Context: an optimization exercise on an open-source flow, tuned for small area. The choices shown serve that exercise and are no tape-out recipe.
At most, simulation tests tie the RTL to the original design; equivalence was not proved.
Power is estimated from default activity; no workload was simulated.

Setup of v6:
==> flow/design.v <==
module spi_interface(
    output reg          mosi,
    input               miso,
    input               clk,
    input               rst,
    output reg          RX_valid,
    output reg [7:0]    output_shift_register,
    input               TX_valid,
    input [7:0]         input_shift_register
);
genvar j, p;
reg       r_in;                                 
reg       r_out;                                
reg [2:0] r_bit;
reg [3:0] r_q;                                  
reg [1:0] r_m;
reg       r_int;                                
reg [6:0] r_des;                                
wire r_k8   = (r_q == 4'd2) & (r_m == 2'd2);
wire r_k40  = (r_q == 4'd13) & (r_m == 2'd1);
wire r_end  = r_k40 | (r_int & r_k8);
wire r_last = r_in & (r_bit == 3'd7) & r_end;
wire r_ins  = r_in & (r_bit == 3'd7);
wire r_odd  = r_q[0] ^ r_m[0];                  
wire [7:0] r_byte = {r_des, miso};              
reg [41:0] rr [0:7];
wire [7:0] r_tap;
generate
    for (j = 0; j < 8; j = j + 1) begin : rl
        always @(posedge clk)
            rr[j] <= {(r_ins & ~r_odd) ? r_byte[7-j] : rr[j][0], rr[j][41:22],
                      (r_ins &  r_odd) ? r_byte[7-j] : rr[j][21], rr[j][20:1]};
        reg t;
        always @(*) begin
            case (r_m)
                2'd0: t = r_int ? rr[j][19] : rr[j][15];
                2'd1: t = r_int ? rr[j][5]  : rr[j][1];
                default: t = r_int ? rr[j][33] : rr[j][29];
            endcase
        end
        assign r_tap[7-j] = t;
    end
endgenerate
always @(posedge clk)
    r_des <= {r_des[5:0], miso};
always @(posedge clk) begin
    if (r_in & (r_q == 4'd0) & (r_m == 2'd0) & (r_bit == 3'd1))
        r_int <= miso;
end
always @(posedge clk or posedge rst) begin
    if (rst) begin
        r_in <= 1'b0;
        r_out <= 1'b0;
        RX_valid <= 1'b0;
        output_shift_register <= 8'd0;
    end else begin
        r_in <= r_in ? ~r_last : (~r_out & ~miso);
        r_out <= r_last | (r_out & ~r_end);
        RX_valid <= r_last | r_out;
        if (r_out)
            output_shift_register <= r_tap;
    end
end
wire r_inc = r_out | r_ins;
always @(posedge clk) begin
    if (~(r_in | r_out) | r_last | (r_out & r_end)) begin
        r_bit <= 3'd0;
        r_q <= 4'd0;
        r_m <= 2'd0;
    end else begin
        if (r_in)
            r_bit <= r_bit + 3'd1;
        if (r_inc) begin
            if (r_m == 2'd2) begin
                r_m <= 2'd0;
                r_q <= r_q + 4'd1;
            end else begin
                r_m <= r_m + 2'd1;
            end
        end
    end
end
reg       t_in;                                 
reg       t_out;                                
reg [2:0] t_bit;
reg [3:0] t_q;                                  
reg [1:0] t_m;
wire t_k8   = (t_q == 4'd2) & (t_m == 2'd2);
wire t_k40  = (t_q == 4'd13) & (t_m == 2'd1);
reg [41:0] tr [0:7];
generate
    for (j = 0; j < 8; j = j + 1) begin : tl
        wire d = input_shift_register[7-j];
        always @(posedge clk)
            tr[j] <= {(t_in & (t_m == 2'd2)) ? d : tr[j][0], tr[j][41:36],
                      (t_in & (t_m == 2'd1)) ? d : tr[j][35], tr[j][34:29],
                      (t_in & (t_m == 2'd0)) ? d : tr[j][28], tr[j][27:1]};
    end
endgenerate
reg t_tap;
integer jj;
always @(*) begin
    t_tap = 1'b0;
    for (jj = 0; jj < 8; jj = jj + 1)
        if (t_bit == jj)
            t_tap = t_q[0] ? tr[jj][8 - jj] : tr[jj][29 - jj];
end
wire t_end  = (t_bit == 3'd7) & (t_k40 | (tr[1][0] & t_k8));
always @(posedge clk or posedge rst) begin
    if (rst) begin
        t_in <= 1'b0;
        t_out <= 1'b0;
        mosi <= 1'b1;
    end else begin
        t_in <= t_in ? ~t_k40 : (~t_out & TX_valid);
        t_out <= (t_in & t_k40) | (t_out & ~t_end);
        if (t_out)
            mosi <= t_tap;
        else
            mosi <= ~(t_in | TX_valid);
    end
end
wire t_inc = t_in | (t_bit == 3'd7);
always @(posedge clk) begin
    if (~(t_in | t_out) | (t_in & t_k40) | (t_out & t_end)) begin
        t_bit <= 3'd0;
        t_q <= 4'd0;
        t_m <= 2'd0;
    end else begin
        if (t_out)
            t_bit <= t_bit + 3'd1;
        if (t_inc) begin
            if (t_m == 2'd2) begin
                t_m <= 2'd0;
                t_q <= t_q + 4'd1;
            end else begin
                t_m <= t_m + 2'd1;
            end
        end
    end
end
endmodule
==> flow/config.mk <==
export PLATFORM = sky130hd
export DESIGN_NAME = spi_interface
export DESIGN_NICKNAME = spi_interface
export VERILOG_FILES = /design/flow/design.v
export SDC_FILE = /design/flow/constraint.sdc
export NUM_CORES = 8
export LEC_CHECK = 0
export ABC_AREA = 1
export CAP_MARGIN = 20
export CORE_MARGIN = 2
export CORE_UTILIZATION = 75
export PLACE_DENSITY = 0.8
export SLEW_MARGIN = 20
==> flow/constraint.sdc <==
create_clock -name core_clock -period 5.0 [get_ports {clk}]
set_input_delay 1.0000 -clock core_clock [delete_from_list [all_inputs] [get_ports {clk}]]
set_output_delay 1.0000 -clock core_clock [all_outputs]
set_load 0.01 [all_outputs]
standard.sh (not shown) runs the stock make flow with config.mk's settings and CLKGATE_MAP_FILE= SYNTH_SCRIPT=/design/flow/synth_recipe.tcl, a recipe that flattens the netlist after the stock synthesis.
==> flow/flow/run.sh <==
#!/bin/bash
# The standard layout, with our own clock tree synthesis options.
set -euo pipefail
export CTS_ARGS="-sink_clustering_enable -repair_clock_nets -sink_clustering_size 13 -sink_clustering_max_diameter 40 -buf_list sky130_fd_sc_hd__buf_4 -dont_use_dummy_load"
export BUFFER_PORTS_ARGS="-buffer_cell sky130_fd_sc_hd__buf_1"
bash standard.sh > standard.log 2>&1
### v6 -> v7
diff --git a/flow/design.v b/flow/design.v
--- a/flow/design.v
+++ b/flow/design.v
@@ -16,25 +16,23 @@
 reg [1:0] r_m;
 reg       r_int;                                
-reg [6:0] r_des;                                
 wire r_k8   = (r_q == 4'd2) & (r_m == 2'd2);
 wire r_k40  = (r_q == 4'd13) & (r_m == 2'd1);
 wire r_end  = r_k40 | (r_int & r_k8);
 wire r_last = r_in & (r_bit == 3'd7) & r_end;
-wire r_ins  = r_in & (r_bit == 3'd7);
 wire r_odd  = r_q[0] ^ r_m[0];                  
-wire [7:0] r_byte = {r_des, miso};              
 reg [41:0] rr [0:7];
 wire [7:0] r_tap;
 generate
     for (j = 0; j < 8; j = j + 1) begin : rl
+        wire here = r_in & (r_bit == j);
         always @(posedge clk)
-            rr[j] <= {(r_ins & ~r_odd) ? r_byte[7-j] : rr[j][0], rr[j][41:22],
-                      (r_ins &  r_odd) ? r_byte[7-j] : rr[j][21], rr[j][20:1]};
+            rr[j] <= {(here & ~r_odd) ? miso : rr[j][0], rr[j][41:22],
+                      (here &  r_odd) ? miso : rr[j][21], rr[j][20:1]};
         reg t;
         always @(*) begin
             case (r_m)
-                2'd0: t = r_int ? rr[j][19] : rr[j][15];
-                2'd1: t = r_int ? rr[j][5]  : rr[j][1];
-                default: t = r_int ? rr[j][33] : rr[j][29];
+                2'd0: t = r_int ? rr[j][(12 + j) % 42] : rr[j][(8 + j) % 42];
+                2'd1: t = r_int ? rr[j][(40 + j) % 42] : rr[j][(36 + j) % 42];
+                default: t = r_int ? rr[j][(26 + j) % 42] : rr[j][(22 + j) % 42];
             endcase
         end
@@ -42,6 +40,4 @@
     end
 endgenerate
-always @(posedge clk)
-    r_des <= {r_des[5:0], miso};
 always @(posedge clk) begin
     if (r_in & (r_q == 4'd0) & (r_m == 2'd0) & (r_bit == 3'd1))
@@ -62,5 +58,5 @@
     end
 end
-wire r_inc = r_out | r_ins;
+wire r_inc = r_out | (r_in & (r_bit == 3'd7));
 always @(posedge clk) begin
     if (~(r_in | r_out) | r_last | (r_out & r_end)) begin
Findings:
- v7 — maximum single-stage delay on the critical path 0.02 ns lower, v6 as reference
- Diff v6 -> v7 | final critical path time including I/O delays and setup | increase of 0.041 ns
- Taking v6 as the reference, in v7 maximum frequency has decreased, area added between synthesis and finish decreased by 0.33 points relative to the old numbers, part of the power in combinational logic lost 0.2 points, total die area saw little to no change.
- Cmp v6 and v7 / wire length on met3 / lower: v6
- Summary of v7 over v6: via-per-instance ratio increased by 2.7% relative to the old numbers, post-synthesis instance area comparable, tightest hold margin has increased, clock-buffer cell count lower.
- The final reports for v7 and v6 show clock share of power lower in the former.
No functional check of the RTL was part of v6.

## the previous run
Another version of the RTL of spi_interface (not shown whole).
Size in the first run: about 1,000 cells after synthesis, ~710 flip-flops, roughly 16,000 um^2 of cells after synthesis.
==> module spi_interface, before the edit <==
module spi_interface(
    output reg          mosi,
    input               miso,
    input               clk,
    input               rst,
    output reg          RX_valid,
    output reg [7:0]    output_shift_register,
    input               TX_valid,
    input [7:0]         input_shift_register
);
genvar j, p;
function is_jc8;
    input [3:0] c;
    input integer n;
    case (n)
        0: is_jc8 = ~c[0] & ~c[3];
        1: is_jc8 =  c[0] & ~c[1];
        2: is_jc8 =  c[1] & ~c[2];
        3: is_jc8 =  c[2] & ~c[3];
        4: is_jc8 =  c[3] &  c[0];
        5: is_jc8 = ~c[0] &  c[1];
        6: is_jc8 = ~c[1] &  c[2];
        default: is_jc8 = ~c[2] & c[3];
    endcase
endfunction
reg       r_in;                                 
reg [3:0] r_bit;                                
wire      r_out = RX_valid & r_bit[0];
reg [3:0] r_q;                                  
reg [1:0] r_m;
reg       r_int;                                
wire r_k8   = (r_q == 4'd2) & (r_m == 2'd2);
wire r_k40  = (r_q == 4'd13) & (r_m == 2'd1);
wire r_end  = r_k40 | (r_int & r_k8);
wire r_last = r_in & is_jc8(r_bit, 7) & r_end;
wire r_odd  = r_q[0] ^ r_m[0];                  
reg [41:0] rr [0:7];
wire miso_n = ~miso;
wire [7:0] r_next;                              
wire [5:0] r_sel = {6{r_out}} & {r_int & (r_m == 2'd2), ~r_int & (r_m == 2'd2),
                                 r_int & (r_m == 2'd1), ~r_int & (r_m == 2'd1),
                                 r_int & (r_m == 2'd0), ~r_int & (r_m == 2'd0)};
generate
    for (j = 0; j < 8; j = j + 1) begin : rl
        wire here = r_in & is_jc8(r_bit, j);
        wire in_even, in_odd;                   
        spi_interface_ins ins_even (.dn(miso_n), .sn(~(here & ~r_odd)), .fb(rr[j][0]),  .y(in_even));
        spi_interface_ins ins_odd  (.dn(miso_n), .sn(~(here &  r_odd)), .fb(rr[j][21]), .y(in_odd));
        always @(posedge clk)
            rr[j] <= {in_even, rr[j][41:22], in_odd, rr[j][20:1]};
        spi_interface_pick7 pick (
            .t({rr[j][(26 + j) % 42], rr[j][(22 + j) % 42],
                rr[j][(40 + j) % 42], rr[j][(36 + j) % 42],
                rr[j][(12 + j) % 42], rr[j][(8 + j) % 42]}),
            .s(r_sel), .q(output_shift_register[7-j]), .h(~r_out),
            .y(r_next[7-j]));
    end
endgenerate
always @(posedge clk) begin
    if (r_in & (r_q == 4'd0) & (r_m == 2'd0) & is_jc8(r_bit, 1))
        r_int <= miso;
end
always @(posedge clk or posedge rst) begin
    if (rst) begin
        r_in <= 1'b0;
        RX_valid <= 1'b0;
        output_shift_register <= 8'd0;
    end else begin
        r_in <= r_in ? ~r_last : (~r_out & ~miso);
        RX_valid <= r_last | r_out;
        output_shift_register <= r_next;
    end
end
wire r_inc = r_out | (r_in & is_jc8(r_bit, 7));
always @(posedge clk) begin
    if (r_in)
        r_bit <= r_last ? 4'b0001 : {r_bit[2:0], ~r_bit[3]};
    else if (~r_out | r_end)
        r_bit <= 4'b0000;
    if (~(r_in | r_out) | r_last | (r_out & r_end)) begin
        r_q <= 4'd0;
        r_m <= 2'd0;
    end else begin
        if (r_inc) begin
            if (r_m == 2'd2) begin
                r_m <= 2'd0;
                r_q <= r_q + 4'd1;
            end else begin
                r_m <= r_m + 2'd1;
            end
        end
    end
end
reg       t_in;                                 
reg       t_out;                                
reg [2:0] t_bit;
reg [3:0] t_q;                                  
reg [1:0] t_m;
wire t_k8   = (t_q == 4'd2) & (t_m == 2'd2);
wire t_k40  = (t_q == 4'd13) & (t_m == 2'd1);
reg [41:0] tr [0:7];
wire [2:0] t_sn = ~({3{t_in}} & {t_m == 2'd2, t_m == 2'd1, t_m == 2'd0});
generate
    for (j = 0; j < 8; j = j + 1) begin : tl
        wire dn = ~input_shift_register[7-j];
        wire in2, in1, in0;                     
        spi_interface_ins ins2 (.dn(dn), .sn(t_sn[2]), .fb(tr[j][0]),  .y(in2));
        spi_interface_ins ins1 (.dn(dn), .sn(t_sn[1]), .fb(tr[j][35]), .y(in1));
        spi_interface_ins ins0 (.dn(dn), .sn(t_sn[0]), .fb(tr[j][28]), .y(in0));
        always @(posedge clk)
            tr[j] <= {in2, tr[j][41:36], in1, tr[j][34:29], in0, tr[j][27:1]};
    end
endgenerate
reg t_tap;
integer jj;
always @(*) begin
    t_tap = 1'b0;
    for (jj = 0; jj < 8; jj = jj + 1)
        if (t_bit == jj)
            t_tap = t_q[0] ? tr[jj][8 - jj] : tr[jj][29 - jj];
end
wire t_end  = (t_bit == 3'd7) & (t_k40 | (tr[1][0] & t_k8));
always @(posedge clk or posedge rst) begin
    if (rst) begin
        t_in <= 1'b0;
        t_out <= 1'b0;
        mosi <= 1'b1;
    end else begin
        t_in <= t_in ? ~t_k40 : (~t_out & TX_valid);
        t_out <= (t_in & t_k40) | (t_out & ~t_end);
        if (t_out)
            mosi <= t_tap;
        else
            mosi <= ~(t_in | TX_valid);
    end
end
wire t_inc = t_in | (t_bit == 3'd7);
always @(posedge clk) begin
    if (~(t_in | t_out) | (t_in & t_k40) | (t_out & t_end)) begin
        t_bit <= 3'd0;
        t_q <= 4'd0;
        t_m <= 2'd0;
    end else begin
        if (t_out)
            t_bit <= t_bit + 3'd1;
        if (t_inc) begin
            if (t_m == 2'd2) begin
                t_m <= 2'd0;
                t_q <= t_q + 4'd1;
            end else begin
                t_m <= t_m + 2'd1;
            end
        end
    end
end
endmodule
export LEC_CHECK = 0
export ABC_AREA = 0
export CAP_MARGIN = 20
export CORE_MARGIN = 2
export CORE_UTILIZATION = 75
export PLACE_DENSITY = 0.8
export SLEW_MARGIN = 20
export SYNTH_HIERARCHICAL = 1
create_clock -name core_clock -period 5.0 [get_ports {clk}]
==> flow/flow/run.sh <==
#!/bin/bash
# The standard layout, with our own clock tree synthesis options.
set -euo pipefail
export CTS_ARGS="-sink_clustering_enable -repair_clock_nets -dont_use_dummy_load -sink_clustering_size 13 -sink_clustering_max_diameter 35 -buf_list sky130_fd_sc_hd__buf_4"
export BUFFER_PORTS_ARGS="-buffer_cell sky130_fd_sc_hd__buf_1"
bash standard.sh > standard.log 2>&1
The following lists how the current run was set up differently from the previous run:
-- flow/design.v --
<<< the previous run, line 74
wire r_inc = r_out | (r_in & is_jc8(r_bit, 7));
always @(posedge clk) begin
    if (r_in)
        r_bit <= r_last ? 4'b0001 : {r_bit[2:0], ~r_bit[3]};
    else if (~r_out | r_end)
        r_bit <= 4'b0000;
    if (~(r_in | r_out) | r_last | (r_out & r_end)) begin
        r_q <= 4'd0;
>>> the current run, line 74
wire r_inc = r_out | (r_in & is_jc8(r_bit, 7));
always @(posedge clk) begin
    r_bit[3:1] <= (r_in & ~r_last) ? r_bit[2:0] : 3'b000;
    r_bit[0]   <= r_in ? (r_last | ~r_bit[3]) : (r_out & ~r_end);
    if (~(r_in | r_out) | r_last | (r_out & r_end)) begin
        r_q <= 4'd0;
<<< the previous run, line 112
    end
endgenerate
reg t_tap;
integer jj;
always @(*) begin
    t_tap = 1'b0;
    for (jj = 0; jj < 8; jj = jj + 1)
        if (t_bit == jj)
            t_tap = t_q[0] ? tr[jj][8 - jj] : tr[jj][29 - jj];
end
wire t_end  = (t_bit == 3'd7) & (t_k40 | (tr[1][0] & t_k8));
always @(posedge clk or posedge rst) begin
>>> the current run, line 110
    end
endgenerate
wire [15:0] t_taps;
generate
    for (j = 0; j < 8; j = j + 1) begin : ttap
        assign t_taps[2*j]   = tr[j][29 - j];
        assign t_taps[2*j+1] = tr[j][8 - j];
    end
endgenerate
wire [3:0] t_sel = {t_bit, t_q[0]};
wire [3:0] t_m4;
wire t_tap;
generate
    for (j = 0; j < 4; j = j + 1) begin : tm
        spi_interface_mux4 m (.a(t_taps[4*j +: 4]), .s(t_sel[1:0]), .y(t_m4[j]));
    end
endgenerate
spi_interface_mux4 tm4 (.a(t_m4), .s(t_sel[3:2]), .y(t_tap));
wire t_end  = (t_bit == 3'd7) & (t_k40 | (tr[1][0] & t_k8));
always @(posedge clk or posedge rst) begin
<<< the previous run, line 171
assign y = ~((a1 | a2) & b1);
endmodule
module spi_interface_pick7(
    input [5:0] t,
>>> the current run, line 177
assign y = ~((a1 | a2) & b1);
endmodule
module spi_interface_mux4(
    input [3:0] a,
    input [1:0] s,
    output      y
);
assign y = a[s];
endmodule
module spi_interface_pick7(
    input [5:0] t,
Findings:
Comparing the previous run against the current run, there is no change at all in number of resized instances in the post-cts repair step. | width of the die | the current run vs the previous run | about 0.5% lower |. Summary: with the previous run as the reference, met2 wire length in the current run moved up slightly. [compare] base=the previous run new=the current run: final cell count lost about 1.8%, met3 routed wirelength lost 230 um, area enclosed by the die boundary lost 0.99%, via count lost 152, post-synthesis simple-gate area fraction lost 0.17 points. Smallest setup slack after layout (higher): the current run. Between the current run and the previous run, the difference in sequential cell area is negligible. The final layout from the current run, which completed every stage, passed the timing, design-rule and antenna checks at the end of the flow. Number of filler cells placed in the layout grows slightly when moving from the previous run to the current run.
Only the layout flow was run in the previous run; the RTL was not checked for function there.

-- static timing again, ports no longer ideal --
In the flow no input, the clock included, has a driving cell. The finished layouts below were timed again as built, in two steps.
Step 1 assumes that a clkbuf_16 drives the clock port and a buf_2 every other input.
Step 2, shift: input delay + t, output delay - t, t = (earliest + latest rising clock arrival at the registers) / 2. This alone moves slack from input paths to output paths.
Three values: ideal ports, drivers, drivers and shift; two values: the first two.
run | t (ns) | setup slack, ns | worst register clock-pin slew, ns
v6 | 0.605 | 2.738 / 2.696 / 2.979 | 0.12 / 0.12
v7 | 0.666 | 2.696 / 2.654 / 3.024 | 0.12 / 0.12
the previous run | 0.601 | 2.618 / 2.618 / 2.618 | 0.11 / 0.11
the current run | 0.617 | 2.725 / 2.685 / 2.940 | 0.12 / 0.12
After both steps every run listed still meets setup and hold.
